This design comes from an exercise in tuning for small area, a short achievable clock period and few clock cycles on the open sky130 flow, not from production work.
Function was checked by simulation only, so behaviour that the tests miss may differ from the original.

## flow/design.v (module list and top-level ports; edited modules follow where they fit)
// module fir_filter: 2587 lines
// module fir_fa: 4 lines
// module fir_ha: 4 lines
module fir_filter #(
    parameter DATA_WIDTH = 16,
    parameter TAPS = 16
)(
    input wire clk,
    input wire reset,
    input wire start_fir,
    input wire [1:0] filter_mode,
    input wire [TAPS*DATA_WIDTH-1:0] input_buffer,
    output reg signed [DATA_WIDTH-1:0] fir_output,
    output reg fir_done
);
  // ...
==> flow/flow/run.sh <==
#!/bin/bash
# The standard layout (standard.sh), with smaller port buffers and power
# recovery (downsizing of gates off the critical paths) after global routing.
set -uo pipefail
bash standard.sh "BUFFER_PORTS_ARGS=-buffer_cell sky130_fd_sc_hd__buf_1" RECOVER_POWER=100 finish > standard_make.log 2>&1
==> flow/standard.sh <==
#!/bin/bash
# synth_recipe.tcl (not shown) runs the flow's synth.tcl, then flattens the netlist and writes it again
# the make line also repeats each setting of config.mk as NAME=value (left out here)
make -C /OpenROAD-flow-scripts/flow DESIGN_CONFIG=/design/flow/config.mk WORK_HOME=/design/flow/orfs CLKGATE_MAP_FILE= SYNTH_SCRIPT=/design/flow/synth_recipe.tcl "${@:-finish}"
==> flow/config.mk <==
export PLATFORM = sky130hd
export DESIGN_NAME = fir_filter
export DESIGN_NICKNAME = fir_filter
export VERILOG_FILES = /design/flow/design.v
export SDC_FILE = /design/flow/constraint.sdc
export NUM_CORES = 4
export LEC_CHECK = 0
export CAP_MARGIN = 0
export CORE_MARGIN = 2
export CORE_UTILIZATION = 40
export GPL_TIMING_DRIVEN = 0
export PLACE_DENSITY = 0.6
export SLEW_MARGIN = 0
export SYNTH_HIERARCHICAL = 1
export SYNTH_MINIMUM_KEEP_SIZE = 0
==> flow/constraint.sdc <==
create_clock -name core_clock -period 11.0 [get_ports {clk}]
set_input_delay 2.2000 -clock core_clock [delete_from_list [all_inputs] [get_ports {clk}]]
set_output_delay 2.2000 -clock core_clock [all_outputs]
set_load 0.01 [all_outputs]
==> results.yml, run 1 <==
run_status:
  status: "timing/DRC/antenna clean"
die:
  fp.dieW_um: 223
  dieArea_sq_um: 49600
  nWellTaps: 615
final_layout:
  seq_area_sq_um: 1670
  seq-cell-share: 0.0785
  antenna_cells: 0
  nets: 3010
  multi_input_area_share: 0.797
synthesis:
  syn-instance-count: 1873
  post_synth_num_cell_types: 54
  yosys_register_bits: 83
  syn_area_sq_um: 19100
  synth_ff_type: "dfxtp_1"
  synth_compound_area_frac: 0.147
  synth_top_family_by_area: "adder cells"
placed_design:
  place_inst: 2773
detailed_routing:
  ant_nets: 0
  drc: 0
  vias_per_cell: 6.17
global_routing:
  grt_overflow: 0
  busiest_layer: "met2"
  grt_pass1_vias: 17757
setup_path:
  crit_chain: "buf_1, inv_1, ha_1, clkbuf_1, clkbuf_1, clkbuf_1, nor2_1, a21oi_1, fa_1, fa_1, fa_1, fa_1, fa_1, fa_1"
  cp_max_fo: 10
clock_tree:
  root_buffer: "clkbuf_16"
sta:
  finalCritPeriodShare: 0.723
  rsz0062_at_grt: "no"
Testbench counts, summed over its fixed seeds: cycles 1,032.
==> run 2: changes to the inputs <==
--- a/flow/design.v
+++ b/flow/design.v
@@ -46,16 +46,17 @@
     reg r0_13;
     reg r0_14;
     reg r0_15;
     reg r0_16;
     reg r0_17;
     reg r0_18;
     reg r0_19;
     reg r0_20;
+    reg r0_21;
     reg r1_0;
     reg r1_1;
     reg r1_2;
     reg r1_3;
     reg r1_4;
     reg r1_5;
     reg r1_6;
     reg r1_7;
@@ -68,38 +69,17 @@
     reg r1_14;
     reg r1_15;
     reg r1_16;
     reg r1_17;
     reg r1_18;
     reg r1_19;
     reg r1_20;
     reg r1_21;
-    reg r2_0;
-    reg r2_1;
-    reg r2_2;
-    reg r2_3;
-    reg r2_4;
-    reg r2_5;
-    reg r2_6;
-    reg r2_7;
-    reg r2_8;
-    reg r2_9;
-    reg r2_10;
-    reg r2_11;
-    reg r2_12;
-    reg r2_13;
-    reg r2_14;
-    reg r2_15;
-    reg r2_16;
-    reg r2_17;
-    reg r2_18;
-    reg r2_19;
-    reg r2_20;
-    reg r2_21;
+    reg r1_22;
     reg [16:0] r_eg;
     wire g1;
     wire g2;
     wire g3;
     wire g4;
     wire g5;
     wire g6;
     wire g7;
@@ -1213,60 +1193,60 @@
     wire bs1115;
     wire bc1116;
     wire bs1117;
     wire bc1118;
     wire bs1119;
     wire bc1120;
     wire bs1121;
     wire bc1122;
-    wire cs1123;
-    wire cc1124;
-    wire cs1125;
-    wire cc1126;
-    wire cs1127;
-    wire cc1128;
-    wire cs1129;
-    wire cc1130;
-    wire cs1131;
-    wire cc1132;
-    wire cs1133;
-    wire cc1134;
-    wire cs1135;
-    wire cc1136;
-    wire cs1137;
-    wire cc1138;
-    wire cs1139;
-    wire cc1140;
-    wire cs1141;
-    wire cc1142;
-    wire cs1143;
-    wire cc1144;
-    wire cs1145;
-    wire cc1146;
-    wire cs1147;
-    wire cc1148;
-    wire cs1149;
-    wire cc1150;
-    wire cs1151;
-    wire cc1152;
-    wire cs1153;
-    wire cc1154;
-    wire cs1155;
-    wire cc1156;
-    wire cs1157;
-    wire cc1158;
-    wire cs1159;
-    wire cc1160;
-    wire cs1161;
-    wire cc1162;
-    wire cs1163;
-    wire cc1164;
-    wire cs1165;
-    wire cc1166;
+    wire bs1123;
+    wire bc1124;
+    wire bs1125;
+    wire bc1126;
+    wire bs1127;
+    wire bc1128;
+    wire bs1129;
+    wire bc1130;
+    wire bs1131;
+    wire bc1132;
+    wire bs1133;
+    wire bc1134;
+    wire bs1135;
+    wire bc1136;
+    wire bs1137;
+    wire bc1138;
+    wire bs1139;
+    wire bc1140;
+    wire bs1141;
+    wire bc1142;
+    wire bs1143;
+    wire bc1144;
+    wire bs1145;
+    wire bc1146;
+    wire bs1147;
+    wire bc1148;
+    wire bs1149;
+    wire bc1150;
+    wire bs1151;
+    wire bc1152;
+    wire bs1153;
+    wire bc1154;
+    wire bs1155;
+    wire bc1156;
+    wire bs1157;
+    wire bc1158;
+    wire bs1159;
+    wire bc1160;
+    wire bs1161;
+    wire bc1162;
+    wire bs1163;
+    wire bc1164;
+    wire bs1165;
+    wire bc1166;
     wire cs1167;
     wire cc1168;
     wire cs1169;
     wire cc1170;
     wire cs1171;
     wire cc1172;
     wire cs1173;
     wire cc1174;
@@ -1481,100 +1461,16 @@
     wire cs1383;
     wire cc1384;
     wire cs1385;
     wire cc1386;
     wire cs1387;
     wire cc1388;
     wire cs1389;
     wire cc1390;
-    wire cs1391;
-    wire cc1392;
-    wire cs1393;
-    wire cc1394;
-    wire cs1395;
-    wire cc1396;
-    wire cs1397;
-    wire cc1398;
-    wire cs1399;
-    wire cc1400;
-    wire cs1401;
-    wire cc1402;
-    wire cs1403;
-    wire cc1404;
-    wire cs1405;
-    wire cc1406;
-    wire cs1407;
-    wire cc1408;
-    wire cs1409;
-    wire cc1410;
-    wire cs1411;
-    wire cc1412;
-    wire cs1413;
-    wire cc1414;
-    wire cs1415;
-    wire cc1416;
-    wire cs1417;
-    wire cc1418;
-    wire cs1419;
-    wire cc1420;
-    wire cs1421;
-    wire cc1422;
-    wire cs1423;
-    wire cc1424;
-    wire cs1425;
-    wire cc1426;
-    wire cs1427;
-    wire cc1428;
-    wire cs1429;
-    wire cc1430;
-    wire cs1431;
-    wire cc1432;
-    wire cs1433;
-    wire cc1434;
-    wire cs1435;
-    wire cc1436;
-    wire cs1437;
-    wire cc1438;
-    wire cs1439;
-    wire cc1440;
-    wire cs1441;
-    wire cc1442;
-    wire cs1443;
-    wire cc1444;
-    wire cs1445;
-    wire cc1446;
-    wire cs1447;
-    wire cc1448;
-    wire cs1449;
-    wire cc1450;
-    wire cs1451;
-    wire cc1452;
-    wire cs1453;
-    wire cc1454;
-    wire cs1455;
-    wire cc1456;
-    wire cs1457;
-    wire cc1458;
-    wire cs1459;
-    wire cc1460;
-    wire cs1461;
-    wire cc1462;
-    wire cs1463;
-    wire cc1464;
-    wire cs1465;
-    wire cc1466;
-    wire cs1467;
-    wire cc1468;
-    wire cs1469;
-    wire cc1470;
-    wire cs1471;
-    wire cc1472;
-    wire cs1473;
-    wire cc1474;
     assign g1 = (m0 & x0[0]) | (m1 & ~x0[0]) | (m2 & x1[0]);
     assign g2 = (m0 & x0[1]) | (m1 & ~x0[1]) | (m2 & x1[1]);
     assign g3 = (m0 & x0[2]) | (m1 & ~x0[2]) | (m2 & x1[2]);
     assign g4 = (m0 & x0[3]) | (m1 & ~x0[3]) | (m2 & x1[3]);
     assign g5 = (m0 & x0[4]) | (m1 & ~x0[4]) | (m2 & x1[4]);
     assign g6 = (m0 & x0[5]) | (m1 & ~x0[5]) | (m2 & x1[5]);
     assign g7 = (m0 & x0[6]) | (m1 & ~x0[6]) | (m2 & x1[6]);
     assign g8 = (m0 & x0[7]) | (m1 & ~x0[7]) | (m2 & x1[7]);
@@ -2327,265 +2223,203 @@
     fir_fa u_bs1107 (.a(bs1051), .b(bs1053), .c(bc1048), .s(bs1107), .co(bc1108));
     fir_fa u_bs1109 (.a(bs1055), .b(bs1057), .c(bc1052), .s(bs1109), .co(bc1110));
     fir_fa u_bs1111 (.a(bs1059), .b(bs1061), .c(bc1056), .s(bs1111), .co(bc1112));
     fir_fa u_bs1113 (.a(bs1063), .b(bs1065), .c(bc1060), .s(bs1113), .co(bc1114));
     fir_fa u_bs1115 (.a(bs1067), .b(bs1069), .c(bc1064), .s(bs1115), .co(bc1116));
     fir_fa u_bs1117 (.a(bs1071), .b(bs1073), .c(bc1068), .s(bs1117), .co(bc1118));
     fir_fa u_bs1119 (.a(bs1075), .b(bs1077), .c(bc1072), .s(bs1119), .co(bc1120));
     fir_fa u_bs1121 (.a(bc1000), .b(bs1079), .c(bc1076), .s(bs1121), .co(bc1122));
+    fir_ha u_bs1123 (.a(bs889), .b(bs1001), .s(bs1123), .co(bc1124));
+    fir_fa u_bs1125 (.a(bc1002), .b(bs1083), .c(bc1082), .s(bs1125), .co(bc1126));
+    fir_fa u_bs1127 (.a(bc1006), .b(bs1085), .c(bc1084), .s(bs1127), .co(bc1128));
+    fir_fa u_bs1129 (.a(bc1010), .b(bs1087), .c(bc1086), .s(bs1129), .co(bc1130));
+    fir_fa u_bs1131 (.a(bc1014), .b(bs1089), .c(bc1088), .s(bs1131), .co(bc1132));
+    fir_fa u_bs1133 (.a(bc1018), .b(bs1091), .c(bc1090), .s(bs1133), .co(bc1134));
+    fir_fa u_bs1135 (.a(bc1022), .b(bs1093), .c(bc1092), .s(bs1135), .co(bc1136));
+    fir_fa u_bs1137 (.a(bc1026), .b(bs1095), .c(bc1094), .s(bs1137), .co(bc1138));
+    fir_fa u_bs1139 (.a(bc1030), .b(bs1097), .c(bc1096), .s(bs1139), .co(bc1140));
+    fir_fa u_bs1141 (.a(bc1034), .b(bs1099), .c(bc1098), .s(bs1141), .co(bc1142));
+    fir_fa u_bs1143 (.a(bc1038), .b(bs1101), .c(bc1100), .s(bs1143), .co(bc1144));
+    fir_fa u_bs1145 (.a(bc1042), .b(bs1103), .c(bc1102), .s(bs1145), .co(bc1146));
+    fir_fa u_bs1147 (.a(bc1046), .b(bs1105), .c(bc1104), .s(bs1147), .co(bc1148));
+    fir_fa u_bs1149 (.a(bc1050), .b(bs1107), .c(bc1106), .s(bs1149), .co(bc1150));
+    fir_fa u_bs1151 (.a(bc1054), .b(bs1109), .c(bc1108), .s(bs1151), .co(bc1152));
+    fir_fa u_bs1153 (.a(bc1058), .b(bs1111), .c(bc1110), .s(bs1153), .co(bc1154));
+    fir_fa u_bs1155 (.a(bc1062), .b(bs1113), .c(bc1112), .s(bs1155), .co(bc1156));
+    fir_fa u_bs1157 (.a(bc1066), .b(bs1115), .c(bc1114), .s(bs1157), .co(bc1158));
+    fir_fa u_bs1159 (.a(bc1070), .b(bs1117), .c(bc1116), .s(bs1159), .co(bc1160));
+    fir_fa u_bs1161 (.a(bc1074), .b(bs1119), .c(bc1118), .s(bs1161), .co(bc1162));
+    fir_fa u_bs1163 (.a(bc1078), .b(bs1121), .c(bc1120), .s(bs1163), .co(bc1164));
+    fir_fa u_bs1165 (.a(1'b1), .b(bc1080), .c(bc1122), .s(bs1165), .co(bc1166));
     wire [16:0] p7e = {x7[15], x7} + {x8[15], x8};
     wire [16:0] eg = {17{m1}} & p7e;
-    fir_ha u_cs1123 (.a(r0_4), .b(r0_1), .s(cs1123), .co(cc1124));
-    fir_fa u_cs1125 (.a(r0_5), .b(r0_2), .c(r0_1), .s(cs1125), .co(cc1126));
-    fir_fa u_cs1127 (.a(r0_6), .b(r0_3), .c(r0_2), .s(cs1127), .co(cc1128));
-    fir_fa u_cs1129 (.a(r0_7), .b(r0_4), .c(r0_3), .s(cs1129), .co(cc1130));
-    fir_fa u_cs1131 (.a(r0_8), .b(r0_5), .c(r0_4), .s(cs1131), .co(cc1132));
-    fir_fa u_cs1133 (.a(r0_9), .b(r0_6), .c(r0_5), .s(cs1133), .co(cc1134));
-    fir_fa u_cs1135 (.a(r0_10), .b(r0_7), .c(r0_6), .s(cs1135), .co(cc1136));
-    fir_fa u_cs1137 (.a(r0_11), .b(r0_8), .c(r0_7), .s(cs1137), .co(cc1138));
-    fir_fa u_cs1139 (.a(r0_12), .b(r0_9), .c(r0_8), .s(cs1139), .co(cc1140));
-    fir_fa u_cs1141 (.a(r0_13), .b(r0_10), .c(r0_9), .s(cs1141), .co(cc1142));
-    fir_fa u_cs1143 (.a(r0_14), .b(r0_11), .c(r0_10), .s(cs1143), .co(cc1144));
-    fir_fa u_cs1145 (.a(r0_15), .b(r0_12), .c(r0_11), .s(cs1145), .co(cc1146));
-    fir_fa u_cs1147 (.a(r0_16), .b(r0_13), .c(r0_12), .s(cs1147), .co(cc1148));
-    fir_fa u_cs1149 (.a(r0_17), .b(r0_14), .c(r0_13), .s(cs1149), .co(cc1150));
-    fir_ha u_cs1151 (.a(r0_18), .b(r0_15), .s(cs1151), .co(cc1152));
-    fir_ha u_cs1153 (.a(r0_19), .b(r0_16), .s(cs1153), .co(cc1154));
-    fir_ha u_cs1155 (.a(r0_20), .b(r0_17), .s(cs1155), .co(cc1156));
-    fir_ha u_cs1157 (.a(1'b1), .b(r0_18), .s(cs1157), .co(cc1158));
-    fir_ha u_cs1159 (.a(r0_3), .b(r0_0), .s(cs1159), .co(cc1160));
-    fir_fa u_cs1161 (.a(r0_0), .b(r1_4), .c(r1_1), .s(cs1161), .co(cc1162));
-    fir_fa u_cs1163 (.a(r1_0), .b(r2_4), .c(r2_1), .s(cs1163), .co(cc1164));
-    fir_fa u_cs1165 (.a(r1_5), .b(r1_2), .c(r1_1), .s(cs1165), .co(cc1166));
-    fir_fa u_cs1167 (.a(r2_5), .b(r2_2), .c(r2_1), .s(cs1167), .co(cc1168));
-    fir_ha u_cs1169 (.a(r_eg[4]), .b(cs1125), .s(cs1169), .co(cc1170));
-    fir_fa u_cs1171 (.a(r1_6), .b(r1_3), .c(r1_2), .s(cs1171), .co(cc1172));
-    fir_fa u_cs1173 (.a(r2_6), .b(r2_3), .c(r2_2), .s(cs1173), .co(cc1174));
-    fir_fa u_cs1175 (.a(r_eg[5]), .b(cs1127), .c(cc1126), .s(cs1175), .co(cc1176));
-    fir_fa u_cs1177 (.a(r1_7), .b(r1_4), .c(r1_3), .s(cs1177), .co(cc1178));
-    fir_fa u_cs1179 (.a(r2_7), .b(r2_4), .c(r2_3), .s(cs1179), .co(cc1180));
-    fir_fa u_cs1181 (.a(r_eg[6]), .b(cs1129), .c(cc1128), .s(cs1181), .co(cc1182));
-    fir_fa u_cs1183 (.a(r1_8), .b(r1_5), .c(r1_4), .s(cs1183), .co(cc1184));
-    fir_fa u_cs1185 (.a(r2_8), .b(r2_5), .c(r2_4), .s(cs1185), .co(cc1186));
-    fir_fa u_cs1187 (.a(r_eg[7]), .b(cs1131), .c(cc1130), .s(cs1187), .co(cc1188));
-    fir_fa u_cs1189 (.a(r1_9), .b(r1_6), .c(r1_5), .s(cs1189), .co(cc1190));
-    fir_fa u_cs1191 (.a(r2_9), .b(r2_6), .c(r2_5), .s(cs1191), .co(cc1192));
-    fir_fa u_cs1193 (.a(r_eg[8]), .b(cs1133), .c(cc1132), .s(cs1193), .co(cc1194));
-    fir_fa u_cs1195 (.a(r1_10), .b(r1_7), .c(r1_6), .s(cs1195), .co(cc1196));
-    fir_fa u_cs1197 (.a(r2_10), .b(r2_7), .c(r2_6), .s(cs1197), .co(cc1198));
-    fir_fa u_cs1199 (.a(r_eg[9]), .b(cs1135), .c(cc1134), .s(cs1199), .co(cc1200));
-    fir_fa u_cs1201 (.a(r1_11), .b(r1_8), .c(r1_7), .s(cs1201), .co(cc1202));
-    fir_fa u_cs1203 (.a(r2_11), .b(r2_8), .c(r2_7), .s(cs1203), .co(cc1204));
-    fir_fa u_cs1205 (.a(r_eg[10]), .b(cs1137), .c(cc1136), .s(cs1205), .co(cc1206));
-    fir_fa u_cs1207 (.a(r1_12), .b(r1_9), .c(r1_8), .s(cs1207), .co(cc1208));
-    fir_fa u_cs1209 (.a(r2_12), .b(r2_9), .c(r2_8), .s(cs1209), .co(cc1210));
-    fir_fa u_cs1211 (.a(r_eg[11]), .b(cs1139), .c(cc1138), .s(cs1211), .co(cc1212));
-    fir_fa u_cs1213 (.a(r1_13), .b(r1_10), .c(r1_9), .s(cs1213), .co(cc1214));
-    fir_fa u_cs1215 (.a(r2_13), .b(r2_10), .c(r2_9), .s(cs1215), .co(cc1216));
-    fir_fa u_cs1217 (.a(r_eg[12]), .b(cs1141), .c(cc1140), .s(cs1217), .co(cc1218));
-    fir_fa u_cs1219 (.a(r1_14), .b(r1_11), .c(r1_10), .s(cs1219), .co(cc1220));
-    fir_fa u_cs1221 (.a(r2_14), .b(r2_11), .c(r2_10), .s(cs1221), .co(cc1222));
-    fir_fa u_cs1223 (.a(r_eg[13]), .b(cs1143), .c(cc1142), .s(cs1223), .co(cc1224));
-    fir_fa u_cs1225 (.a(r1_15), .b(r1_12), .c(r1_11), .s(cs1225), .co(cc1226));
-    fir_fa u_cs1227 (.a(r2_15), .b(r2_12), .c(r2_11), .s(cs1227), .co(cc1228));
-    fir_fa u_cs1229 (.a(r_eg[14]), .b(cs1145), .c(cc1144), .s(cs1229), .co(cc1230));
-    fir_fa u_cs1231 (.a(r1_16), .b(r1_13), .c(r1_12), .s(cs1231), .co(cc1232));
-    fir_fa u_cs1233 (.a(r2_16), .b(r2_13), .c(r2_12), .s(cs1233), .co(cc1234));
-    fir_fa u_cs1235 (.a(r_eg[15]), .b(cs1147), .c(cc1146), .s(cs1235), .co(cc1236));
-    fir_fa u_cs1237 (.a(r1_17), .b(r1_14), .c(r1_13), .s(cs1237), .co(cc1238));
-    fir_fa u_cs1239 (.a(r2_17), .b(r2_14), .c(r2_13), .s(cs1239), .co(cc1240));
-    fir_fa u_cs1241 (.a(~r_eg[16]), .b(cs1149), .c(cc1148), .s(cs1241), .co(cc1242));
-    fir_fa u_cs1243 (.a(r0_14), .b(r1_18), .c(r1_15), .s(cs1243), .co(cc1244));
-    fir_fa u_cs1245 (.a(r1_14), .b(r2_18), .c(r2_15), .s(cs1245), .co(cc1246));
-    fir_fa u_cs1247 (.a(r2_14), .b(cs1151), .c(cc1150), .s(cs1247), .co(cc1248));
-    fir_fa u_cs1249 (.a(r0_15), .b(r1_19), .c(r1_16), .s(cs1249), .co(cc1250));
-    fir_fa u_cs1251 (.a(r1_15), .b(r2_19), .c(r2_16), .s(cs1251), .co(cc1252));
-    fir_fa u_cs1253 (.a(r2_15), .b(cs1153), .c(cc1152), .s(cs1253), .co(cc1254));
-    fir_fa u_cs1255 (.a(r0_16), .b(r1_20), .c(r1_17), .s(cs1255), .co(cc1256));
-    fir_fa u_cs1257 (.a(r1_16), .b(r2_20), .c(r2_17), .s(cs1257), .co(cc1258));
-    fir_fa u_cs1259 (.a(r2_16), .b(cs1155), .c(cc1154), .s(cs1259), .co(cc1260));
-    fir_fa u_cs1261 (.a(r0_17), .b(r1_21), .c(r1_18), .s(cs1261), .co(cc1262));
-    fir_fa u_cs1263 (.a(r1_17), .b(r2_21), .c(r2_18), .s(cs1263), .co(cc1264));
-    fir_fa u_cs1265 (.a(r2_17), .b(cs1157), .c(cc1156), .s(cs1265), .co(cc1266));
-    fir_fa u_cs1267 (.a(1'b1), .b(r0_19), .c(r0_18), .s(cs1267), .co(cc1268));
-    fir_fa u_cs1269 (.a(r1_19), .b(r1_18), .c(r2_19), .s(cs1269), .co(cc1270));
-    fir_ha u_cs1271 (.a(r2_18), .b(cc1158), .s(cs1271), .co(cc1272));
-    fir_fa u_cs1273 (.a(r0_20), .b(r0_19), .c(r1_20), .s(cs1273), .co(cc1274));
-    fir_ha u_cs1275 (.a(r1_19), .b(r2_20), .s(cs1275), .co(cc1276));
-    fir_fa u_cs1277 (.a(1'b1), .b(1'b1), .c(r0_20), .s(cs1277), .co(cc1278));
-    fir_ha u_cs1279 (.a(r1_21), .b(r1_20), .s(cs1279), .co(cc1280));
-    fir_ha u_cs1281 (.a(1'b1), .b(1'b1), .s(cs1281), .co(cc1282));
-    fir_fa u_cs1283 (.a(r1_3), .b(r1_0), .c(r2_3), .s(cs1283), .co(cc1284));
-    fir_fa u_cs1285 (.a(r2_0), .b(r_eg[3]), .c(cs1123), .s(cs1285), .co(cc1286));
-    fir_ha u_cs1287 (.a(cs1161), .b(cs1163), .s(cs1287), .co(cc1288));
-    fir_fa u_cs1289 (.a(cc1124), .b(cs1165), .c(cs1167), .s(cs1289), .co(cc1290));
-    fir_fa u_cs1291 (.a(cs1169), .b(cc1162), .c(cc1164), .s(cs1291), .co(cc1292));
-    fir_fa u_cs1293 (.a(cs1171), .b(cs1173), .c(cs1175), .s(cs1293), .co(cc1294));
-    fir_fa u_cs1295 (.a(cc1166), .b(cc1168), .c(cc1170), .s(cs1295), .co(cc1296));
-    fir_fa u_cs1297 (.a(cs1177), .b(cs1179), .c(cs1181), .s(cs1297), .co(cc1298));
-    fir_fa u_cs1299 (.a(cc1172), .b(cc1174), .c(cc1176), .s(cs1299), .co(cc1300));
-    fir_fa u_cs1301 (.a(cs1183), .b(cs1185), .c(cs1187), .s(cs1301), .co(cc1302));
-    fir_fa u_cs1303 (.a(cc1178), .b(cc1180), .c(cc1182), .s(cs1303), .co(cc1304));
-    fir_fa u_cs1305 (.a(cs1189), .b(cs1191), .c(cs1193), .s(cs1305), .co(cc1306));
-    fir_fa u_cs1307 (.a(cc1184), .b(cc1186), .c(cc1188), .s(cs1307), .co(cc1308));
-    fir_fa u_cs1309 (.a(cs1195), .b(cs1197), .c(cs1199), .s(cs1309), .co(cc1310));
-    fir_fa u_cs1311 (.a(cc1190), .b(cc1192), .c(cc1194), .s(cs1311), .co(cc1312));
-    fir_fa u_cs1313 (.a(cs1201), .b(cs1203), .c(cs1205), .s(cs1313), .co(cc1314));
-    fir_fa u_cs1315 (.a(cc1196), .b(cc1198), .c(cc1200), .s(cs1315), .co(cc1316));
-    fir_fa u_cs1317 (.a(cs1207), .b(cs1209), .c(cs1211), .s(cs1317), .co(cc1318));
-    fir_fa u_cs1319 (.a(cc1202), .b(cc1204), .c(cc1206), .s(cs1319), .co(cc1320));
-    fir_fa u_cs1321 (.a(cs1213), .b(cs1215), .c(cs1217), .s(cs1321), .co(cc1322));
-    fir_fa u_cs1323 (.a(cc1208), .b(cc1210), .c(cc1212), .s(cs1323), .co(cc1324));
-    fir_fa u_cs1325 (.a(cs1219), .b(cs1221), .c(cs1223), .s(cs1325), .co(cc1326));
-    fir_fa u_cs1327 (.a(cc1214), .b(cc1216), .c(cc1218), .s(cs1327), .co(cc1328));
-    fir_fa u_cs1329 (.a(cs1225), .b(cs1227), .c(cs1229), .s(cs1329), .co(cc1330));
-    fir_fa u_cs1331 (.a(cc1220), .b(cc1222), .c(cc1224), .s(cs1331), .co(cc1332));
-    fir_fa u_cs1333 (.a(cs1231), .b(cs1233), .c(cs1235), .s(cs1333), .co(cc1334));
-    fir_fa u_cs1335 (.a(cc1226), .b(cc1228), .c(cc1230), .s(cs1335), .co(cc1336));
-    fir_fa u_cs1337 (.a(cs1237), .b(cs1239), .c(cs1241), .s(cs1337), .co(cc1338));
-    fir_fa u_cs1339 (.a(cc1232), .b(cc1234), .c(cc1236), .s(cs1339), .co(cc1340));
-    fir_fa u_cs1341 (.a(cs1243), .b(cs1245), .c(cs1247), .s(cs1341), .co(cc1342));
-    fir_fa u_cs1343 (.a(cc1238), .b(cc1240), .c(cc1242), .s(cs1343), .co(cc1344));
-    fir_fa u_cs1345 (.a(cs1249), .b(cs1251), .c(cs1253), .s(cs1345), .co(cc1346));
-    fir_fa u_cs1347 (.a(cc1244), .b(cc1246), .c(cc1248), .s(cs1347), .co(cc1348));
-    fir_fa u_cs1349 (.a(cs1255), .b(cs1257), .c(cs1259), .s(cs1349), .co(cc1350));
-    fir_fa u_cs1351 (.a(cc1250), .b(cc1252), .c(cc1254), .s(cs1351), .co(cc1352));
-    fir_fa u_cs1353 (.a(cs1261), .b(cs1263), .c(cs1265), .s(cs1353), .co(cc1354));
-    fir_fa u_cs1355 (.a(cc1256), .b(cc1258), .c(cc1260), .s(cs1355), .co(cc1356));
-    fir_fa u_cs1357 (.a(cs1267), .b(cs1269), .c(cs1271), .s(cs1357), .co(cc1358));
-    fir_fa u_cs1359 (.a(cc1262), .b(cc1264), .c(cc1266), .s(cs1359), .co(cc1360));
-    fir_fa u_cs1361 (.a(r2_19), .b(cs1273), .c(cs1275), .s(cs1361), .co(cc1362));
-    fir_fa u_cs1363 (.a(cc1268), .b(cc1270), .c(cc1272), .s(cs1363), .co(cc1364));
-    fir_fa u_cs1365 (.a(r2_21), .b(r2_20), .c(cs1277), .s(cs1365), .co(cc1366));
-    fir_fa u_cs1367 (.a(cs1279), .b(cc1274), .c(cc1276), .s(cs1367), .co(cc1368));
-    fir_fa u_cs1369 (.a(1'b1), .b(r1_21), .c(r2_21), .s(cs1369), .co(cc1370));
-    fir_fa u_cs1371 (.a(cs1281), .b(cc1278), .c(cc1280), .s(cs1371), .co(cc1372));
-    fir_ha u_cs1373 (.a(r0_1), .b(r1_1), .s(cs1373), .co(cc1374));
-    fir_fa u_cs1375 (.a(r0_2), .b(r1_2), .c(r2_2), .s(cs1375), .co(cc1376));
-    fir_fa u_cs1377 (.a(r2_0), .b(r_eg[2]), .c(cs1159), .s(cs1377), .co(cc1378));
-    fir_fa u_cs1379 (.a(cc1160), .b(cs1285), .c(cs1287), .s(cs1379), .co(cc1380));
-    fir_fa u_cs1381 (.a(cs1289), .b(cs1291), .c(cc1286), .s(cs1381), .co(cc1382));
-    fir_fa u_cs1383 (.a(cs1293), .b(cs1295), .c(cc1290), .s(cs1383), .co(cc1384));
-    fir_fa u_cs1385 (.a(cs1297), .b(cs1299), .c(cc1294), .s(cs1385), .co(cc1386));
-    fir_fa u_cs1387 (.a(cs1301), .b(cs1303), .c(cc1298), .s(cs1387), .co(cc1388));
-    fir_fa u_cs1389 (.a(cs1305), .b(cs1307), .c(cc1302), .s(cs1389), .co(cc1390));
-    fir_fa u_cs1391 (.a(cs1309), .b(cs1311), .c(cc1306), .s(cs1391), .co(cc1392));
-    fir_fa u_cs1393 (.a(cs1313), .b(cs1315), .c(cc1310), .s(cs1393), .co(cc1394));
-    fir_fa u_cs1395 (.a(cs1317), .b(cs1319), .c(cc1314), .s(cs1395), .co(cc1396));
-    fir_fa u_cs1397 (.a(cs1321), .b(cs1323), .c(cc1318), .s(cs1397), .co(cc1398));
-    fir_fa u_cs1399 (.a(cs1325), .b(cs1327), .c(cc1322), .s(cs1399), .co(cc1400));
-    fir_fa u_cs1401 (.a(cs1329), .b(cs1331), .c(cc1326), .s(cs1401), .co(cc1402));
-    fir_fa u_cs1403 (.a(cs1333), .b(cs1335), .c(cc1330), .s(cs1403), .co(cc1404));
-    fir_fa u_cs1405 (.a(cs1337), .b(cs1339), .c(cc1334), .s(cs1405), .co(cc1406));
-    fir_fa u_cs1407 (.a(cs1341), .b(cs1343), .c(cc1338), .s(cs1407), .co(cc1408));
-    fir_fa u_cs1409 (.a(cs1345), .b(cs1347), .c(cc1342), .s(cs1409), .co(cc1410));
-    fir_fa u_cs1411 (.a(cs1349), .b(cs1351), .c(cc1346), .s(cs1411), .co(cc1412));
-    fir_fa u_cs1413 (.a(cs1353), .b(cs1355), .c(cc1350), .s(cs1413), .co(cc1414));
-    fir_fa u_cs1415 (.a(cs1357), .b(cs1359), .c(cc1354), .s(cs1415), .co(cc1416));
-    fir_fa u_cs1417 (.a(cs1361), .b(cs1363), .c(cc1358), .s(cs1417), .co(cc1418));
-    fir_fa u_cs1419 (.a(cs1365), .b(cs1367), .c(cc1362), .s(cs1419), .co(cc1420));
-    fir_fa u_cs1421 (.a(cs1369), .b(cs1371), .c(cc1366), .s(cs1421), .co(cc1422));
-    fir_ha u_cs1423 (.a(r0_0), .b(r1_0), .s(cs1423), .co(cc1424));
-    fir_fa u_cs1425 (.a(r2_1), .b(r_eg[0]), .c(cs1373), .s(cs1425), .co(cc1426));
-    fir_fa u_cs1427 (.a(r_eg[1]), .b(cs1375), .c(cc1374), .s(cs1427), .co(cc1428));
-    fir_fa u_cs1429 (.a(cs1283), .b(cs1377), .c(cc1376), .s(cs1429), .co(cc1430));
-    fir_fa u_cs1431 (.a(cc1284), .b(cs1379), .c(cc1378), .s(cs1431), .co(cc1432));
-    fir_fa u_cs1433 (.a(cc1288), .b(cs1381), .c(cc1380), .s(cs1433), .co(cc1434));
-    fir_fa u_cs1435 (.a(cc1292), .b(cs1383), .c(cc1382), .s(cs1435), .co(cc1436));
-    fir_fa u_cs1437 (.a(cc1296), .b(cs1385), .c(cc1384), .s(cs1437), .co(cc1438));
-    fir_fa u_cs1439 (.a(cc1300), .b(cs1387), .c(cc1386), .s(cs1439), .co(cc1440));
-    fir_fa u_cs1441 (.a(cc1304), .b(cs1389), .c(cc1388), .s(cs1441), .co(cc1442));
-    fir_fa u_cs1443 (.a(cc1308), .b(cs1391), .c(cc1390), .s(cs1443), .co(cc1444));
-    fir_fa u_cs1445 (.a(cc1312), .b(cs1393), .c(cc1392), .s(cs1445), .co(cc1446));
-    fir_fa u_cs1447 (.a(cc1316), .b(cs1395), .c(cc1394), .s(cs1447), .co(cc1448));
-    fir_fa u_cs1449 (.a(cc1320), .b(cs1397), .c(cc1396), .s(cs1449), .co(cc1450));
-    fir_fa u_cs1451 (.a(cc1324), .b(cs1399), .c(cc1398), .s(cs1451), .co(cc1452));
-    fir_fa u_cs1453 (.a(cc1328), .b(cs1401), .c(cc1400), .s(cs1453), .co(cc1454));
-    fir_fa u_cs1455 (.a(cc1332), .b(cs1403), .c(cc1402), .s(cs1455), .co(cc1456));
-    fir_fa u_cs1457 (.a(cc1336), .b(cs1405), .c(cc1404), .s(cs1457), .co(cc1458));
-    fir_fa u_cs1459 (.a(cc1340), .b(cs1407), .c(cc1406), .s(cs1459), .co(cc1460));
-    fir_fa u_cs1461 (.a(cc1344), .b(cs1409), .c(cc1408), .s(cs1461), .co(cc1462));
-    fir_fa u_cs1463 (.a(cc1348), .b(cs1411), .c(cc1410), .s(cs1463), .co(cc1464));
-    fir_fa u_cs1465 (.a(cc1352), .b(cs1413), .c(cc1412), .s(cs1465), .co(cc1466));
-    fir_fa u_cs1467 (.a(cc1356), .b(cs1415), .c(cc1414), .s(cs1467), .co(cc1468));
-    fir_fa u_cs1469 (.a(cc1360), .b(cs1417), .c(cc1416), .s(cs1469), .co(cc1470));
-    fir_fa u_cs1471 (.a(cc1364), .b(cs1419), .c(cc1418), .s(cs1471), .co(cc1472));
-    fir_fa u_cs1473 (.a(cc1368), .b(cs1421), .c(cc1420), .s(cs1473), .co(cc1474));
-    wire [25:0] z = {cs1473, cs1471, cs1469, cs1467, cs1465, cs1463, cs1461, cs1459, cs1457, cs1455, cs1453, cs1451, cs1449, cs1447, cs1445, cs1443, cs1441, cs1439, cs1437, cs1435, cs1433, cs1431, cs1429, cs1427, cs1425, r2_0} + {cc1472, cc1470, cc1468, cc1466, cc1464, cc1462, cc1460, cc1458, cc1456, cc1454, cc1452, cc1450, cc1448, cc1446, cc1444, cc1442, cc1440, cc1438, cc1436, cc1434, cc1432, cc1430, cc1428, cc1426, cc1424, cs1423};
+    fir_ha u_cs1167 (.a(r0_4), .b(r0_1), .s(cs1167), .co(cc1168));
+    fir_fa u_cs1169 (.a(r0_5), .b(r0_2), .c(r0_1), .s(cs1169), .co(cc1170));
+    fir_fa u_cs1171 (.a(r0_6), .b(r0_3), .c(r0_2), .s(cs1171), .co(cc1172));
+    fir_fa u_cs1173 (.a(r0_7), .b(r0_4), .c(r0_3), .s(cs1173), .co(cc1174));
+    fir_fa u_cs1175 (.a(r0_8), .b(r0_5), .c(r0_4), .s(cs1175), .co(cc1176));
+    fir_fa u_cs1177 (.a(r0_9), .b(r0_6), .c(r0_5), .s(cs1177), .co(cc1178));
+    fir_fa u_cs1179 (.a(r0_10), .b(r0_7), .c(r0_6), .s(cs1179), .co(cc1180));
+    fir_fa u_cs1181 (.a(r0_11), .b(r0_8), .c(r0_7), .s(cs1181), .co(cc1182));
+    fir_fa u_cs1183 (.a(r0_12), .b(r0_9), .c(r0_8), .s(cs1183), .co(cc1184));
+    fir_fa u_cs1185 (.a(r0_13), .b(r0_10), .c(r0_9), .s(cs1185), .co(cc1186));
+    fir_fa u_cs1187 (.a(r0_14), .b(r0_11), .c(r0_10), .s(cs1187), .co(cc1188));
+    fir_fa u_cs1189 (.a(r0_15), .b(r0_12), .c(r0_11), .s(cs1189), .co(cc1190));
+    fir_fa u_cs1191 (.a(r0_16), .b(r0_13), .c(r0_12), .s(cs1191), .co(cc1192));
+    fir_fa u_cs1193 (.a(r0_17), .b(r0_14), .c(r0_13), .s(cs1193), .co(cc1194));
+    fir_ha u_cs1195 (.a(r0_18), .b(r0_15), .s(cs1195), .co(cc1196));
+    fir_ha u_cs1197 (.a(r0_19), .b(r0_16), .s(cs1197), .co(cc1198));
+    fir_ha u_cs1199 (.a(r0_20), .b(r0_17), .s(cs1199), .co(cc1200));
+    fir_ha u_cs1201 (.a(r0_21), .b(r0_18), .s(cs1201), .co(cc1202));
+    fir_ha u_cs1203 (.a(1'b1), .b(r0_19), .s(cs1203), .co(cc1204));
+    fir_ha u_cs1205 (.a(r0_3), .b(r0_0), .s(cs1205), .co(cc1206));
+    fir_fa u_cs1207 (.a(r0_0), .b(r1_4), .c(r1_1), .s(cs1207), .co(cc1208));
+    fir_ha u_cs1209 (.a(r1_0), .b(r_eg[3]), .s(cs1209), .co(cc1210));
+    fir_fa u_cs1211 (.a(r1_5), .b(r1_2), .c(r1_1), .s(cs1211), .co(cc1212));
+    fir_fa u_cs1213 (.a(r_eg[4]), .b(cs1169), .c(cc1168), .s(cs1213), .co(cc1214));
+    fir_fa u_cs1215 (.a(r1_6), .b(r1_3), .c(r1_2), .s(cs1215), .co(cc1216));
+    fir_fa u_cs1217 (.a(r_eg[5]), .b(cs1171), .c(cc1170), .s(cs1217), .co(cc1218));
+    fir_fa u_cs1219 (.a(r1_7), .b(r1_4), .c(r1_3), .s(cs1219), .co(cc1220));
+    fir_fa u_cs1221 (.a(r_eg[6]), .b(cs1173), .c(cc1172), .s(cs1221), .co(cc1222));
+    fir_fa u_cs1223 (.a(r1_8), .b(r1_5), .c(r1_4), .s(cs1223), .co(cc1224));
+    fir_fa u_cs1225 (.a(r_eg[7]), .b(cs1175), .c(cc1174), .s(cs1225), .co(cc1226));
+    fir_fa u_cs1227 (.a(r1_9), .b(r1_6), .c(r1_5), .s(cs1227), .co(cc1228));
+    fir_fa u_cs1229 (.a(r_eg[8]), .b(cs1177), .c(cc1176), .s(cs1229), .co(cc1230));
+    fir_fa u_cs1231 (.a(r1_10), .b(r1_7), .c(r1_6), .s(cs1231), .co(cc1232));
+    fir_fa u_cs1233 (.a(r_eg[9]), .b(cs1179), .c(cc1178), .s(cs1233), .co(cc1234));
+    fir_fa u_cs1235 (.a(r1_11), .b(r1_8), .c(r1_7), .s(cs1235), .co(cc1236));
+    fir_fa u_cs1237 (.a(r_eg[10]), .b(cs1181), .c(cc1180), .s(cs1237), .co(cc1238));
+    fir_fa u_cs1239 (.a(r1_12), .b(r1_9), .c(r1_8), .s(cs1239), .co(cc1240));
+    fir_fa u_cs1241 (.a(r_eg[11]), .b(cs1183), .c(cc1182), .s(cs1241), .co(cc1242));
+    fir_fa u_cs1243 (.a(r1_13), .b(r1_10), .c(r1_9), .s(cs1243), .co(cc1244));
+    fir_fa u_cs1245 (.a(r_eg[12]), .b(cs1185), .c(cc1184), .s(cs1245), .co(cc1246));
+    fir_fa u_cs1247 (.a(r1_14), .b(r1_11), .c(r1_10), .s(cs1247), .co(cc1248));
+    fir_fa u_cs1249 (.a(r_eg[13]), .b(cs1187), .c(cc1186), .s(cs1249), .co(cc1250));
+    fir_fa u_cs1251 (.a(r1_15), .b(r1_12), .c(r1_11), .s(cs1251), .co(cc1252));
+    fir_fa u_cs1253 (.a(r_eg[14]), .b(cs1189), .c(cc1188), .s(cs1253), .co(cc1254));
+    fir_fa u_cs1255 (.a(r1_16), .b(r1_13), .c(r1_12), .s(cs1255), .co(cc1256));
+    fir_fa u_cs1257 (.a(r_eg[15]), .b(cs1191), .c(cc1190), .s(cs1257), .co(cc1258));
+    fir_fa u_cs1259 (.a(r1_17), .b(r1_14), .c(r1_13), .s(cs1259), .co(cc1260));
+    fir_fa u_cs1261 (.a(~r_eg[16]), .b(cs1193), .c(cc1192), .s(cs1261), .co(cc1262));
+    fir_fa u_cs1263 (.a(r0_14), .b(r1_18), .c(r1_15), .s(cs1263), .co(cc1264));
+    fir_fa u_cs1265 (.a(r1_14), .b(cs1195), .c(cc1194), .s(cs1265), .co(cc1266));
+    fir_fa u_cs1267 (.a(r0_15), .b(r1_19), .c(r1_16), .s(cs1267), .co(cc1268));
+    fir_fa u_cs1269 (.a(r1_15), .b(cs1197), .c(cc1196), .s(cs1269), .co(cc1270));
+    fir_fa u_cs1271 (.a(r0_16), .b(r1_20), .c(r1_17), .s(cs1271), .co(cc1272));
+    fir_fa u_cs1273 (.a(r1_16), .b(cs1199), .c(cc1198), .s(cs1273), .co(cc1274));
+    fir_fa u_cs1275 (.a(r0_17), .b(r1_21), .c(r1_18), .s(cs1275), .co(cc1276));
+    fir_fa u_cs1277 (.a(r1_17), .b(cs1201), .c(cc1200), .s(cs1277), .co(cc1278));
+    fir_fa u_cs1279 (.a(r0_18), .b(r1_22), .c(r1_19), .s(cs1279), .co(cc1280));
+    fir_fa u_cs1281 (.a(r1_18), .b(cs1203), .c(cc1202), .s(cs1281), .co(cc1282));
+    fir_fa u_cs1283 (.a(r0_20), .b(r0_19), .c(r1_20), .s(cs1283), .co(cc1284));
+    fir_ha u_cs1285 (.a(r1_19), .b(cc1204), .s(cs1285), .co(cc1286));
+    fir_fa u_cs1287 (.a(1'b1), .b(r0_21), .c(r0_20), .s(cs1287), .co(cc1288));
+    fir_ha u_cs1289 (.a(r1_21), .b(r1_20), .s(cs1289), .co(cc1290));
+    fir_fa u_cs1291 (.a(1'b1), .b(1'b1), .c(r0_21), .s(cs1291), .co(cc1292));
+    fir_ha u_cs1293 (.a(r1_22), .b(r1_21), .s(cs1293), .co(cc1294));
+    fir_ha u_cs1295 (.a(r1_3), .b(r1_0), .s(cs1295), .co(cc1296));
+    fir_fa u_cs1297 (.a(cs1167), .b(cs1207), .c(cs1209), .s(cs1297), .co(cc1298));
+    fir_fa u_cs1299 (.a(cs1211), .b(cs1213), .c(cc1208), .s(cs1299), .co(cc1300));
+    fir_fa u_cs1301 (.a(cs1215), .b(cs1217), .c(cc1212), .s(cs1301), .co(cc1302));
+    fir_fa u_cs1303 (.a(cs1219), .b(cs1221), .c(cc1216), .s(cs1303), .co(cc1304));
+    fir_fa u_cs1305 (.a(cs1223), .b(cs1225), .c(cc1220), .s(cs1305), .co(cc1306));
+    fir_fa u_cs1307 (.a(cs1227), .b(cs1229), .c(cc1224), .s(cs1307), .co(cc1308));
+    fir_fa u_cs1309 (.a(cs1231), .b(cs1233), .c(cc1228), .s(cs1309), .co(cc1310));
+    fir_fa u_cs1311 (.a(cs1235), .b(cs1237), .c(cc1232), .s(cs1311), .co(cc1312));
+    fir_fa u_cs1313 (.a(cs1239), .b(cs1241), .c(cc1236), .s(cs1313), .co(cc1314));
+    fir_fa u_cs1315 (.a(cs1243), .b(cs1245), .c(cc1240), .s(cs1315), .co(cc1316));
+    fir_fa u_cs1317 (.a(cs1247), .b(cs1249), .c(cc1244), .s(cs1317), .co(cc1318));
+    fir_fa u_cs1319 (.a(cs1251), .b(cs1253), .c(cc1248), .s(cs1319), .co(cc1320));
+    fir_fa u_cs1321 (.a(cs1255), .b(cs1257), .c(cc1252), .s(cs1321), .co(cc1322));
+    fir_fa u_cs1323 (.a(cs1259), .b(cs1261), .c(cc1256), .s(cs1323), .co(cc1324));
+    fir_fa u_cs1325 (.a(cs1263), .b(cs1265), .c(cc1260), .s(cs1325), .co(cc1326));
+    fir_fa u_cs1327 (.a(cs1267), .b(cs1269), .c(cc1264), .s(cs1327), .co(cc1328));
+    fir_fa u_cs1329 (.a(cs1271), .b(cs1273), .c(cc1268), .s(cs1329), .co(cc1330));
+    fir_fa u_cs1331 (.a(cs1275), .b(cs1277), .c(cc1272), .s(cs1331), .co(cc1332));
+    fir_fa u_cs1333 (.a(cs1279), .b(cs1281), .c(cc1276), .s(cs1333), .co(cc1334));
+    fir_fa u_cs1335 (.a(cs1283), .b(cs1285), .c(cc1280), .s(cs1335), .co(cc1336));
+    fir_fa u_cs1337 (.a(cs1287), .b(cs1289), .c(cc1284), .s(cs1337), .co(cc1338));
+    fir_fa u_cs1339 (.a(cs1291), .b(cs1293), .c(cc1288), .s(cs1339), .co(cc1340));
+    fir_ha u_cs1341 (.a(r0_1), .b(r1_1), .s(cs1341), .co(cc1342));
+    fir_fa u_cs1343 (.a(r0_2), .b(r1_2), .c(r_eg[1]), .s(cs1343), .co(cc1344));
+    fir_fa u_cs1345 (.a(r_eg[2]), .b(cs1205), .c(cs1295), .s(cs1345), .co(cc1346));
+    fir_fa u_cs1347 (.a(cc1206), .b(cs1297), .c(cc1296), .s(cs1347), .co(cc1348));
+    fir_fa u_cs1349 (.a(cc1210), .b(cs1299), .c(cc1298), .s(cs1349), .co(cc1350));
+    fir_fa u_cs1351 (.a(cc1214), .b(cs1301), .c(cc1300), .s(cs1351), .co(cc1352));
+    fir_fa u_cs1353 (.a(cc1218), .b(cs1303), .c(cc1302), .s(cs1353), .co(cc1354));
+    fir_fa u_cs1355 (.a(cc1222), .b(cs1305), .c(cc1304), .s(cs1355), .co(cc1356));
+    fir_fa u_cs1357 (.a(cc1226), .b(cs1307), .c(cc1306), .s(cs1357), .co(cc1358));
+    fir_fa u_cs1359 (.a(cc1230), .b(cs1309), .c(cc1308), .s(cs1359), .co(cc1360));
+    fir_fa u_cs1361 (.a(cc1234), .b(cs1311), .c(cc1310), .s(cs1361), .co(cc1362));
+    fir_fa u_cs1363 (.a(cc1238), .b(cs1313), .c(cc1312), .s(cs1363), .co(cc1364));
+    fir_fa u_cs1365 (.a(cc1242), .b(cs1315), .c(cc1314), .s(cs1365), .co(cc1366));
+    fir_fa u_cs1367 (.a(cc1246), .b(cs1317), .c(cc1316), .s(cs1367), .co(cc1368));
+    fir_fa u_cs1369 (.a(cc1250), .b(cs1319), .c(cc1318), .s(cs1369), .co(cc1370));
+    fir_fa u_cs1371 (.a(cc1254), .b(cs1321), .c(cc1320), .s(cs1371), .co(cc1372));
+    fir_fa u_cs1373 (.a(cc1258), .b(cs1323), .c(cc1322), .s(cs1373), .co(cc1374));
+    fir_fa u_cs1375 (.a(cc1262), .b(cs1325), .c(cc1324), .s(cs1375), .co(cc1376));
+    fir_fa u_cs1377 (.a(cc1266), .b(cs1327), .c(cc1326), .s(cs1377), .co(cc1378));
+    fir_fa u_cs1379 (.a(cc1270), .b(cs1329), .c(cc1328), .s(cs1379), .co(cc1380));
+    fir_fa u_cs1381 (.a(cc1274), .b(cs1331), .c(cc1330), .s(cs1381), .co(cc1382));
+    fir_fa u_cs1383 (.a(cc1278), .b(cs1333), .c(cc1332), .s(cs1383), .co(cc1384));
+    fir_fa u_cs1385 (.a(cc1282), .b(cs1335), .c(cc1334), .s(cs1385), .co(cc1386));
+    fir_fa u_cs1387 (.a(cc1286), .b(cs1337), .c(cc1336), .s(cs1387), .co(cc1388));
+    fir_fa u_cs1389 (.a(cc1290), .b(cs1339), .c(cc1338), .s(cs1389), .co(cc1390));
+    wire [25:0] z = {cs1389, cs1387, cs1385, cs1383, cs1381, cs1379, cs1377, cs1375, cs1373, cs1371, cs1369, cs1367, cs1365, cs1363, cs1361, cs1359, cs1357, cs1355, cs1353, cs1351, cs1349, cs1347, cs1345, cs1343, r_eg[0], r0_0} + {cc1388, cc1386, cc1384, cc1382, cc1380, cc1378, cc1376, cc1374, cc1372, cc1370, cc1368, cc1366, cc1364, cc1362, cc1360, cc1358, cc1356, cc1354, cc1352, cc1350, cc1348, cc1346, cc1344, cc1342, cs1341, r1_0};
     always @(posedge clk or posedge reset) begin
         if (reset) fir_done <= 1'b0;
         else fir_done <= start_fir;
     end
     always @(posedge clk) begin
-        r0_0 <= bs889;
-        r0_1 <= bc1002;
-        r0_2 <= bc1006;
-        r0_3 <= bc1010;
-        r0_4 <= bc1014;
-        r0_5 <= bc1018;
-        r0_6 <= bc1022;
-        r0_7 <= bc1026;
-        r0_8 <= bc1030;
-        r0_9 <= bc1034;
-        r0_10 <= bc1038;
-        r0_11 <= bc1042;
-        r0_12 <= bc1046;
-        r0_13 <= bc1050;
-        r0_14 <= bc1054;
-        r0_15 <= bc1058;
-        r0_16 <= bc1062;
-        r0_17 <= bc1066;
-        r0_18 <= bc1070;
-        r0_19 <= bc1074;
-        r0_20 <= bc1078;
-        r1_0 <= bs1001;
-        r1_1 <= bs1083;
-        r1_2 <= bs1085;
-        r1_3 <= bs1087;
-        r1_4 <= bs1089;
-        r1_5 <= bs1091;
-        r1_6 <= bs1093;
-        r1_7 <= bs1095;
-        r1_8 <= bs1097;
-        r1_9 <= bs1099;
-        r1_10 <= bs1101;
-        r1_11 <= bs1103;
-        r1_12 <= bs1105;
-        r1_13 <= bs1107;
-        r1_14 <= bs1109;
-        r1_15 <= bs1111;
-        r1_16 <= bs1113;
-        r1_17 <= bs1115;
-        r1_18 <= bs1117;
-        r1_19 <= bs1119;
-        r1_20 <= bs1121;
-        r1_21 <= bc1080;
-        r2_0 <= bs1081;
-        r2_1 <= bc1082;
-        r2_2 <= bc1084;
-        r2_3 <= bc1086;
-        r2_4 <= bc1088;
-        r2_5 <= bc1090;
-        r2_6 <= bc1092;
-        r2_7 <= bc1094;
-        r2_8 <= bc1096;
-        r2_9 <= bc1098;
-        r2_10 <= bc1100;
-        r2_11 <= bc1102;
-        r2_12 <= bc1104;
-        r2_13 <= bc1106;
-        r2_14 <= bc1108;
-        r2_15 <= bc1110;
-        r2_16 <= bc1112;
-        r2_17 <= bc1114;
-        r2_18 <= bc1116;
-        r2_19 <= bc1118;
-        r2_20 <= bc1120;
-        r2_21 <= bc1122;
+        r0_0 <= bs1081;
+        r0_1 <= bs1125;
+        r0_2 <= bs1127;
+        r0_3 <= bs1129;
+        r0_4 <= bs1131;
+        r0_5 <= bs1133;
+        r0_6 <= bs1135;
+        r0_7 <= bs1137;
+        r0_8 <= bs1139;
+        r0_9 <= bs1141;
+        r0_10 <= bs1143;
+        r0_11 <= bs1145;
+        r0_12 <= bs1147;
+        r0_13 <= bs1149;
+        r0_14 <= bs1151;
+        r0_15 <= bs1153;
+        r0_16 <= bs1155;
+        r0_17 <= bs1157;
+        r0_18 <= bs1159;
+        r0_19 <= bs1161;
+        r0_20 <= bs1163;
+        r0_21 <= bs1165;
+        r1_0 <= bs1123;
+        r1_1 <= bc1124;
+        r1_2 <= bc1126;
+        r1_3 <= bc1128;
+        r1_4 <= bc1130;
+        r1_5 <= bc1132;
+        r1_6 <= bc1134;
+        r1_7 <= bc1136;
+        r1_8 <= bc1138;
+        r1_9 <= bc1140;
+        r1_10 <= bc1142;
+        r1_11 <= bc1144;
+        r1_12 <= bc1146;
+        r1_13 <= bc1148;
+        r1_14 <= bc1150;
+        r1_15 <= bc1152;
+        r1_16 <= bc1154;
+        r1_17 <= bc1156;
+        r1_18 <= bc1158;
+        r1_19 <= bc1160;
+        r1_20 <= bc1162;
+        r1_21 <= bc1164;
+        r1_22 <= bc1166;
         r_eg <= eg;
     end
     always @(*) fir_output = z[25:10];
 endmodule
 module fir_fa (input wire a, input wire b, input wire c, output wire s, output wire co);
     assign s = a ^ b ^ c;
     assign co = (a & b) | (a & c) | (b & c);
 endmodule
==> run 2 against run 1 <==
Net effect:
- wire length shrank 5.6%
- critical endpoint is now r0_13
- critical path depth grew 2
- non-clock buffer count did not move
- synthesized cell count down 3.3%
- setup slack worse by 0.63 ns
- sequential share of layout area shrank 1.5 points
- now fails the layout checks on capacitance limit, slew limit
==> results.yml, run 2 <==
placed_design:
  place_hpwl_um: 66600
  place_ws_ns: 2.30
  port_buffers: 277
  postPlaceCellArea_sq_um: 19700
  gp_congestion: 1.02
clock_tree:
  cts.sinks: 63
  postCtsSetupBuffers: 0
  postCtsResizedCells: 0
  cts.path.max_buffers: 2
  cts.clk_slew.worst_paths_ns: 0.06
  tritoncts: "yes"
  root_buffer: "clkbuf_16"
  cts_hold_buf: 0
  htreeDepth: 3
  numCtsBuffers: 9
setup_path:
  cp-end-kind: "register"
  crit_type: "input pin to register"
  cp_max_fo: 10
  cp-start-kind: "input pin"
  crit_arrival_ns: 8.77
  crit_slowest_cell: "clkbuf_1"
  crit_family: "adder cells"
  cp.required_ns: 11.18
  worst-path-buf-inv: 6
  crit_chain: "buf_1, inv_1, ha_1, clkbuf_1, clkbuf_1, clkbuf_1, clkbuf_1, nand2_1, nand3_1, fa_1, fa_1, fa_1, fa_1, fa_1, fa_1, fa_1"
  slowest_delay_ns: 1.01
  crit_path_frequent_cell: "fa_1"
detailed_routing:
  drt_wl_total_um: 81300
  vias: 16748
  first_iter_violations: 2243
  ant_nets: 0
  routedWlPerCell_um: 30.0
  drtPass1Iterations: 7
  drc: 0
  vias_per_cell: 6.18
die:
  start_util: 0.405
  io_pins: 278
  rows: 77
  dieArea_sq_um: 46400
  die_h_um: 215
  fp.dieW_um: 215
  coreArea_sq_um: 44200
sta:
  fmax_ghz: 0.116
  final.min_clock_period_ns: 8.59
  finalHoldViolCount: 0
  finalMaxSlewViolations: 13
  tightest_slew_ns: 1.54
  fin_tns_setup_ns: 0
  slew_headroom: -0.0300
  rsz0062_at_grt: "no"
  setup_viol: 0
  finalCritPeriodShare: 0.781
  setup_slack_ns: 2.41
global_routing:
  grt_pass1_vias: 17507
  grt_max_degree: 14
  grt_pass1_wl_um: 117000
  antenna_found_initial: 5
  gr-usage-all-layers: 0.354
  grt_overflow: 0
final_layout:
  fin_util: 0.452
  layout_common_cells: "460 x fa_1, 371 x nand2_1, 285 x buf_1"
  fillers: 4335
  regMostFlops: "r_eg"
  syn_to_final_growth_pct: 11.8
  largest_reg_flops: 17
  nets: 2904
  design_area_sq_um: 20000
  final_common_cell: "fa_1"
  final_layout_size_suffix_gt1_frac: 0.0109
synthesis:
  ys_seq_area_frac: 0.0708
  syn-instance-count: 1811
  yosysMostFrequentCell: "fa_1"
  synth_ff_type: "dfxtp_1"
  yosysWarnings: 7
  ys_top_cells_by_area: "fa_1 51%, nand2_1 7.8%, dfxtp_1 6.9%, ha_1 5.5%, o211ai_1 4.3%"
  synth_edf_count: 0
  async_flop_share: 0.0159
  synthTopCellsByCount: "460 x fa_1, 371 x nand2_1, 103 x o211ai_1"
  yosysTopAreaCellShare: 0.515
  yosys_register_bits: 63
  yosysTopAreaCell: "fa_1"
  syn_area_per_cell_sq_um: 9.88
  post_synth_num_cell_types: 54
  syn_area_sq_um: 17900
run_status:
  status: "failed layout checks"
  so_faults: "capacitance limit, slew limit"
hold_path:
  hold_class: "input pin to asynchronous set/reset pin"
job:
  drv_cap: 1
[run 2: cells by family after synthesis]
| logic type | share of synthesized area |
|---|---|
| DFF | 0.0708 |
| muxes | 0.00448 |
| xor gates and xnor gates | 0.0103 |
| AOI/OAI and AO/OA | 0.157 |
| other | 0.000210 |
| buffers and inverters | 0.0297 |
| and+or+nand+nor | 0.158 |
| adders and majority gates | 0.569 |
[run 2: routing by layer]
layer  GRT usage  wire length, um  vias to the layer above
met2       0.543            36300                     1264
met5           0                0                        -
met1       0.466            30300                     8416
met4       0.171             4620                        0
met3      0.0942            10100                      251
li1            -                -                     6817
[run 2: path summary, 6_finish.rpt]
check / start / slack [ns] / to / cells past startpoint
max: filter_mode[0] / 2.41 / r0_13 / 16
min: reset / 1.66 / fir_done / 2
min in group core_clock: start_fir / 1.96 / fir_done / 1
max in group asynchronous: reset / 9.25 / fir_done / 2
[run 2: layout make-up]
| class | instances | area (sq um) | share of cell area |
|---|---|---|---|
| Clock buffer | 9 | 225 | 0.0113 |
| Timing Repair Buffer | 277 | 1040 | 0.0520 |
| Antenna cell | 6 | 15.0 | 0.000751 |
| Tap cell | 592 | 741 | 0.0370 |
| Inverter | 33 | 124 | 0.00619 |
| Buffer | 104 | 408 | 0.0204 |
| Clock inverter | 7 | 100 | 0.00500 |
| Multi-Input combinational cell | 1617 | 16100 | 0.804 |
| Sequential cell | 63 | 1270 | 0.0633 |
[run 2: per-module statistics from Yosys (local to each module, per instance)]
module,cells,flops+latches,copies in the design,cell area (sq um)
fir_fa,1,0,459,20.0
fir_filter,1317,63,1,8260
fir_ha,1,0,35,12.5
[run 2: per-stage QoR]
| step | instances | hold slack, ns |
|---|---|---|
| final | 2708 | 1.66 |
| after global routing | 2706 | 1.66 |
| after CTS | 2702 | 1.65 |
| after detailed placement | 2686 | 2.01 |
| after global placement | 2686 | 2.01 |
| after floorplan | 1817 | 1.93 |
Testbench counts of run 2, summed over its fixed seeds: cycles 1,032.
==> run 3: changes to the inputs <==
--- a/flow/config.mk
+++ b/flow/config.mk
@@ -5,11 +5,12 @@
 export SDC_FILE = /design/flow/constraint.sdc
 export NUM_CORES = 4
 export LEC_CHECK = 0
-export CAP_MARGIN = 0
+export CAP_MARGIN = 20
 export CORE_MARGIN = 2
 export CORE_UTILIZATION = 40
 export GPL_TIMING_DRIVEN = 0
 export PLACE_DENSITY = 0.6
-export SLEW_MARGIN = 0
+export SETUP_SLACK_MARGIN = 4.0
+export SLEW_MARGIN = 20
 export SYNTH_HIERARCHICAL = 1
 export SYNTH_MINIMUM_KEEP_SIZE = 0
==> run 3 against run 2 <==
Net effect:
- the run now finishes clean
- sequential share of layout area is 0.16 points lower
- critical path depth down 2
- synthesized cell count unchanged
- flip-flop and latch count did not move
==> results.yml, run 3 <==
sta:
  finalCritPeriodShare: 0.778
  finalHoldViolCount: 0
  finalMaxSlewViolations: 0
  fin_tns_setup_ns: 0
  whs_ns: 1.65
  setup_viol: 0
  slew_headroom: 0.261
  rsz0062_at_grt: "yes"
  setup_slack_ns: 2.44
  fmax_ghz: 0.117
  tightest_slew_ns: 1.11
  final.min_clock_period_ns: 8.56
hold_path:
  hold_class: "input pin to asynchronous set/reset pin"
detailed_routing:
  drt_wl_total_um: 81300
  drc: 0
  drtPass1Iterations: 8
  first_iter_violations: 2479
  vias_per_cell: 6.22
  vias: 16898
  ant_nets: 0
  routedWlPerCell_um: 29.9
setup_path:
  slowest_delay_ns: 0.79
  cp_max_fo: 10
  cp-end-kind: "register"
  cp-start-kind: "input pin"
  cp.required_ns: 11.17
  crit_path_frequent_cell: "fa_1"
  crit_type: "input pin to register"
  crit_slowest_cell: "clkbuf_1"
  crit_start: "filter_mode[1]"
  crit_arrival_ns: 8.73
  crit_chain: "clkbuf_1, clkinvlp_2, ha_1, clkbuf_1, clkbuf_1, clkbuf_1, a222oi_1, fa_1, fa_1, fa_2, fa_1, fa_1, fa_1, fa_1"
final_layout:
  design_area_sq_um: 20900
  multi_input_area_sq_um: 16300
  largest_reg_flops: 17
  syn_to_final_growth_pct: 16.9
  regMostFlops: "r_eg"
  fin_cells: 2715
  final_common_cell: "fa_1"
  fillers: 4262
  layout_common_cells: "448 x fa_1, 371 x nand2_1, 272 x buf_1"
  final_layout_size_suffix_gt1_frac: 0.0789
  nets: 2911
  seq_area_sq_um: 1290
  fin_util: 0.473
synthesis:
  post_synth_num_cell_types: 54
  ys_seq_area_frac: 0.0708
  synthXorXnorAreaFrac: 0.0103
  yosys_register_bits: 63
  synthTopCellsByCount: "460 x fa_1, 371 x nand2_1, 103 x o211ai_1"
  yosysWarnings: 7
  yosys.area_share.simple: 0.158
  syn_area_sq_um: 17900
  synthMuxAreaShare: 0.00448
  syn-instance-count: 1811
  synth_ff_type: "dfxtp_1"
  yosysTopAreaCell: "fa_1"
  ys_top_cells_by_area: "fa_1 51%, nand2_1 7.8%, dfxtp_1 6.9%, ha_1 5.5%, o211ai_1 4.3%"
  async_flop_share: 0.0159
  synth_compound_area_frac: 0.157
  synthAdderAreaFrac: 0.569
  yosysMostFrequentCell: "fa_1"
  synth_top_family_by_area: "adder cells"
  syn_area_per_cell_sq_um: 9.88
  synth_edf_count: 0
  yosysTopAreaCellShare: 0.515
global_routing:
  grt_pass1_wl_um: 117000
  grt_overflow: 0
  antenna_found_initial: 3
  grt_max_degree: 14
  gr-usage-all-layers: 0.352
  grt_pass1_vias: 17685
die:
  start_util: 0.405
  coreArea_sq_um: 44200
  io_pins: 278
  fp.dieW_um: 215
  rows: 77
  die_h_um: 215
  dieArea_sq_um: 46400
clock_tree:
  htreeDepth: 3
  cts.path.max_buffers: 2
  cts.clk_slew.worst_paths_ns: 0.06
  numCtsBuffers: 9
  tritoncts: "yes"
  root_buffer: "clkbuf_16"
  cts.sinks: 63
placed_design:
  place_hpwl_um: 66400
  place_ws_ns: 2.41
  gp_congestion: 0.971
  place_inst: 2686
  postPlaceCellArea_sq_um: 19700
  port_buffers: 277
run_status:
  status: "timing/DRC/antenna clean"
job:
  drv_cap: 0
run 3: per-module statistics from Yosys (local to each module, per instance):
module | flops+latches | area (sq um) | times used
fir_ha | 0 | 12.5 | 35
fir_fa | 0 | 20.0 | 459
fir_filter | 63 | 8260 | 1
run 3: final cells by class:
cell class,instances,area share
Multi-Input combinational cell,1617,0.777
Inverter,33,0.00604
Sequential cell,63,0.0617
Buffer,104,0.0516
Clock inverter,7,0.00371
Tap cell,592,0.0354
Clock buffer,9,0.0108
Timing Repair Buffer,284,0.0526
Antenna cell,6,0.000718
run 3: cell families (layout without fill, tap and decap cells):
| logic type | Yosys count | after routing |
|---|---|---|
| adder cells (fa/ha/maj) | 538 | 538 |
| buffers and inverters | 137 | 437 |
| XOR/XNOR | 21 | 21 |
| flip-flops | 63 | 63 |
| AO/OA/AOI/OAI | 392 | 392 |
| other | 1 | 13 |
| multiplexers | 8 | 8 |
| AND/OR/NAND/NOR | 651 | 651 |
run 3: worst max path at each step:
stage	end	slack [ns]
6_report	r0_16	2.44
3_5_place_dp	r0_13	2.41
5_1_grt	r0_6	2.43
4_1_cts	r0_15	3.96
2_1_floorplan	r0_4	4.00
3_3_place_gp	r0_13	2.45
run 3: critical path, delay by kind of cell:
family | cells | cell delay, ns
AOI/OAI and AO/OA | 1 | 0.23
adders and majority gates | 8 | 4.11
buffers and inverters | 5 | 2.18
run 3: timing repair:
item                       4_1_cts  5_1_grt
setup endpoints to repair       41       37
pin swaps                       66       47
hold buffers                     0        0
setup buffers                    0        7
gates resized for setup        269      115
run 3: per-layer routing:
metal | track usage | wire length, um
met1 | 0.459 | 29800
met2 | 0.532 | 35700
met3 | 0.117 | 11100
met4 | 0.163 | 4660
met5 | 0 | 0

-- re-timing with driven ports --
The results above use ideal ports. As a check the final layouts listed here were re-extracted and re-timed, cells and wires unchanged.
Step 1, drivers: a clkbuf_16 drives clk and a buf_2 each remaining input, both assumed.
Step 2 also shifts input and output timing later by t, the mid clock arrival at the registers, as if the neighbouring blocks saw the same clock.
Slacks: no drivers / after step 1 / after step 2; pairs: no drivers / after step 1.
| run | t, ns | slack for setup (ns) | clock arrival spread, ns | worst slew at a driven data input, ns |
|---|---|---|---|---|
| run 1 | 0.422 | 3.045 / 2.983 / 2.674 | 0.021 / 0.020 | 0.06 |
| run 2 | 0.374 | 2.412 / 2.435 / 2.060 | 0.008 / 0.007 | 0.08 |
| run 3 | 0.379 | 2.442 / 2.465 / 2.086 | 0.011 / 0.012 | 0.09 |
For run 1, which loses most, drivers alone change the setup slack by -0.062 ns; drivers and shift together by -0.371 ns.
